Source: an optimization exercise on an open RTL-to-GDS flow (aim: small area). Production flows keep margins and buffers that such runs may drop. In this exercise RTL edits were held to simulation tests only and were not proved equivalent to the original. Power figures rest on the tool's default switching activity, not on a simulated workload.

### design/flow/config.mk
export PLATFORM = sky130hd
export DESIGN_NAME = sdfg
export DESIGN_NICKNAME = sdfg
export VERILOG_FILES = /design/flow/design.v
export SDC_FILE = /design/flow/constraint.sdc
export NUM_CORES = 4
export LEC_CHECK = 0
export CAP_MARGIN = 20
export CORE_MARGIN = 2
export CORE_UTILIZATION = 40
export SLEW_MARGIN = 20
### design/flow/constraint.sdc
create_clock -name core_clock -period 32.0 [get_ports {clock}]
set_input_delay 6.4000 -clock core_clock [delete_from_list [all_inputs] [get_ports {clock}]]
set_output_delay 6.4000 -clock core_clock [all_outputs]
set_load 0.01 [all_outputs]
### design/flow/design.v
`timescale 1ns / 1ps
module sdfg(
    input clock,
    input reset,
    input [15:0] A, B,   
    input [3:0] ALU_Sel,  
    output reg [15:0] ALU_Out,  
    output reg CarryOut,  
    output reg Zero,  
    output reg Sign,  
    output reg Parity  
);
  reg [15:0] ALU_Result;
  wire [16:0] tmp_add, tmp_sub;
  assign tmp_add = {1'b0, A} + {1'b0, B};
  assign tmp_sub = {1'b0, A} - {1'b0, B};
  always @(posedge clock or posedge reset) begin
    if (reset) begin
      ALU_Out <= 16'd0;
      CarryOut <= 1'd0;
      Zero <= 1'd0;
      Sign <= 1'd0;
      Parity <= 1'd0;
    end else begin
      ALU_Out <= ALU_Result;
      CarryOut <= (ALU_Sel == 4'b0000) ? tmp_add[16] : (ALU_Sel == 4'b0001) ? tmp_sub[16] : 1'b0;
      Zero <= (ALU_Result == 16'd0);
      Sign <= ALU_Result[15];
      Parity <= ~^ALU_Result;  
    end
  end
  always @(*) begin
    case (ALU_Sel)
      4'b0000:  
        ALU_Result = A + B;
      4'b0001:  
        ALU_Result = A - B;
      4'b0010:  
        ALU_Result = A * B;
      4'b0011:  
        ALU_Result = (B == 16'd0) ? 16'hFFFF : A / B;  
      4'b0100:  
        ALU_Result = A + 1;
      4'b0101:  
        ALU_Result = A - 1;
      default: 
        ALU_Result = 16'hACAC;  
    endcase
  end
endmodule
### design/flow/run.sh
#!/bin/bash
# synth_recipe.tcl (not shown) runs the flow's synth.tcl, then flattens the netlist and writes it again
# the make line also repeats each setting of config.mk as NAME=value (left out here)
make -C /OpenROAD-flow-scripts/flow DESIGN_CONFIG=/design/flow/config.mk WORK_HOME=/design/flow/orfs CLKGATE_MAP_FILE= SYNTH_SCRIPT=/design/flow/synth_recipe.tcl finish
==> results.txt <==
==> per-stage QoR <==
stage          total power, mW  cell area, um2  setup slack [ns]  TNS, ns
2_1_floorplan            0.476           13600           0.00140        0
3_3_place_gp             0.635           15700            -0.690    -1.07
3_5_place_dp             0.642           15700             -1.01    -2.04
4_1_cts                  0.674           16000            0.0247        0
5_1_grt                  0.775           17100            -0.344   -0.344
6_report                 0.696           17200              1.03        0
==> synthesized netlist by cell type (all sizes together), types with 15 or more instances <==
library cell	number
fa	81
o21a	34
nor2	143
a21oi	119
o31ai	15
clkbuf	53
mux2	26
nand3	47
nor3	53
inv	185
dfrtp	19
o211ai	25
and2	38
a31oi	18
xor2	41
o21ai	105
or3	15
a21o	42
nand2	182
ha	244
xnor2	92
nand2b	19
==> per-layer routing <==
| metal | vias up | wire length [um] |
|---|---|---|
| li1 | 6825 | - |
| met4 | 0 | 1360 |
| met1 | 6920 | 22400 |
| met5 | - | 0 |
| met2 | 506 | 23000 |
| met3 | 88 | 3520 |
==> registers in the layout (all words and copies together), names as in the netlist <==
signal,cells
ALU_Out,16
CarryOut,1
Zero,1
Parity,1
==> logic make-up after synthesis <==
kind of cell,Yosys count,synth area share
xor+xnor,133,0.0860
mux,38,0.0305
compound gates,468,0.228
buf+inv,248,0.0707
fa+ha+maj,325,0.345
flops,19,0.0351
simple gates,579,0.204
==> cell type report <==
cell class	instances	area (um2)	area share
multi-input combinational	1545	13100	0.763
timing repair buffer	267	2240	0.130
inverter	186	702	0.0409
tap	448	561	0.0327
sequential	19	475	0.0277
clock buffer	4	78.8	0.00460
antenna	4	10.0	0.000584
==> where the power goes <==
| group | internal [mW] | switching, mW | total (mW) |
|---|---|---|---|
| Combinational | 0.288 | 0.353 | 0.641 |
| Sequential | 0.0292 | 0.00138 | 0.0306 |
| Clock | 0.0168 | 0.00710 | 0.0239 |
==> worst max-delay path, delay by kind of cell <==
| kind | cells | cell delay (ns) |
|---|---|---|
| adders and majority gates | 17 | 4.54 |
| AOI/OAI and AO/OA | 64 | 12.06 |
| and+or+nand+nor | 28 | 5.17 |
| muxes | 1 | 0.40 |
| buffers and inverters | 14 | 2.05 |
| xor gates and xnor gates | 3 | 0.47 |
==> final timing paths <==
| path | slack, ns | from | endpoint |
|---|---|---|---|
| max in group asynchronous | 25.03 | reset | ALU_Out[10]$_DFF_PP0_ |
| min in group core_clock | 7.13 | B[0] | ALU_Out[0]$_DFF_PP0_ |
| max | 1.03 | B[0] | Parity$_DFF_PP0_ |
| min | 6.55 | reset | ALU_Out[3]$_DFF_PP0_ |
==> repair_timing <==
action	4_1_cts	5_1_grt
gates cloned	2	0
hold buffers	0	0
hold endpoints to repair	0	0
setup endpoints to repair	3	3
buffers inserted	2	40
resized for setup	26	171
pin swaps	4	70
==> impl_metrics.env <==
export IMPL_ys_types=80
export IMPL_met2_usage=0.449
export IMPL_numCtsBuffers=3
export IMPL_ant_nets=0
export IMPL_max_stage_delay_ns=0.60
export IMPL_path_common_cell="a21o_1"
export IMPL_htreeDepth=1
export IMPL_cts_buffer_depth=2
export IMPL_avgSynthCellArea_um2=7.48
export IMPL_grt_pass1_wl_um=76400
export IMPL_synth_ff_type="dfrtp_1"
export IMPL_drive_gt1_frac=0.200
export IMPL_gr_max_usage_layer="met2"
export IMPL_dp_cells=2421
export IMPL_start_util=0.405
export IMPL_ios=58
export IMPL_gp_congestion=0.971
export IMPL_slew_violations=0
export IMPL_synth_nets=2173
export IMPL_drc=0
export IMPL_max_slew_margin_rel=0.246
export IMPL_ys_seq_area_frac=0.0351
export IMPL_critical_path_slowest_cell="or4b_2"
export IMPL_fmax_mhz=32.3
export IMPL_nets=2385
export IMPL_die_height_um=188
export IMPL_period_share=0.968
export IMPL_core_um2=33400
export IMPL_grtUsageTotal=0.274
export IMPL_rows=67
export IMPL_hpwl_um=39100
export IMPL_avgRoutedWirePerCell_um=20.3
export IMPL_async_flop_share=1.00
export IMPL_drtIter0Drc=1184
export IMPL_syn_area_um2=13500
export IMPL_drv_cap=0
export IMPL_startpoint_type="input port"
export IMPL_min_path_type="input port to async pin"
export IMPL_period_needed_ns=30.97
export IMPL_p_leak_nw=8.09
export IMPL_grt_ovfl_total=0
export IMPL_port_buffers=57
export IMPL_grt_max_degree=21
export IMPL_power_density_nw_per_um2=40.6
export IMPL_gr_usage_met3=0.0333
export IMPL_status="no timing/DRC/antenna violations"
export IMPL_synth_top_area_frac=0.225
export IMPL_dr_total_vias=14300
export IMPL_wirelength_um=50200
export IMPL_critPathRequiredTime_ns=32.16
export IMPL_tightest_slew_ns=1.12
export IMPL_die_area_um2=35400
export IMPL_stdcell_count=2473
export IMPL_finalHoldViolations=0
export IMPL_synth_edf_count=0
export IMPL_n_fill_cell=3221
export IMPL_ir_worst_vdd_uv=49.1
export IMPL_crit_arrival_ns=31.13
export IMPL_fin_util=0.513
export IMPL_hold_ws_ns=6.55
export IMPL_synth_area_leaders="ha_1 23%, fa_1 12%, xnor2_1 5.9%, inv_1 5.1%, nand2_1 5.0%"
export IMPL_final_common_cell="ha_1"
export IMPL_ys_warn_count=1
export IMPL_viasPerCell=5.80
export IMPL_cp_max_fo=7
export IMPL_final_setup_viol_count=0
export IMPL_antenna_found_initial=5
export IMPL_layout_common_cells="217 x ha_1, 200 x buf_4, 184 x inv_1, 176 x nand2_1, 131 x nor2_1"
export IMPL_use_met1=0.377
export IMPL_root_buffer="clkbuf_16"
export IMPL_syn_inst=1810
export IMPL_die_x_um=188
export IMPL_synth_largest_area_cell="ha_1"
export IMPL_cts_sinks=19
export IMPL_clk_pin_slew_ns=0.05
export IMPL_cts_tree="built"
export IMPL_synth_seq_cells=19
export IMPL_drt_first_pass_iters=6
export IMPL_cp_end_kind="flip-flop"
export IMPL_grt_pass1_vias=13800
export IMPL_area_growth_pct=26.6
export IMPL_worstSetupPathType="input port to flip-flop"

## re-timing with driven ports
No port has a modelled driver above. Below, the same layout with a new extraction and two added sets of constraints.
Step 1 assumes that a clkbuf_16 drives the clock port and a buf_2 every other input.
Step 2 also shifts input and output timing later by t, the mid clock arrival at the registers, as if the neighbouring blocks saw the same clock.
a / b / c = ideal ports / drivers / drivers and shift; a / b = the first two.
t, ns: 0.270
slack for setup (ns): 1.025 / 1.033 / 0.764
worst setup path at the end: input to register
worst register clock-pin slew, ns: 0.05 / 0.05
cell pins on the clock port's net: 1
After both steps this run still meets setup and hold. The setup slack of this run moves by +0.008 ns with the drivers and by -0.261 ns with both steps.
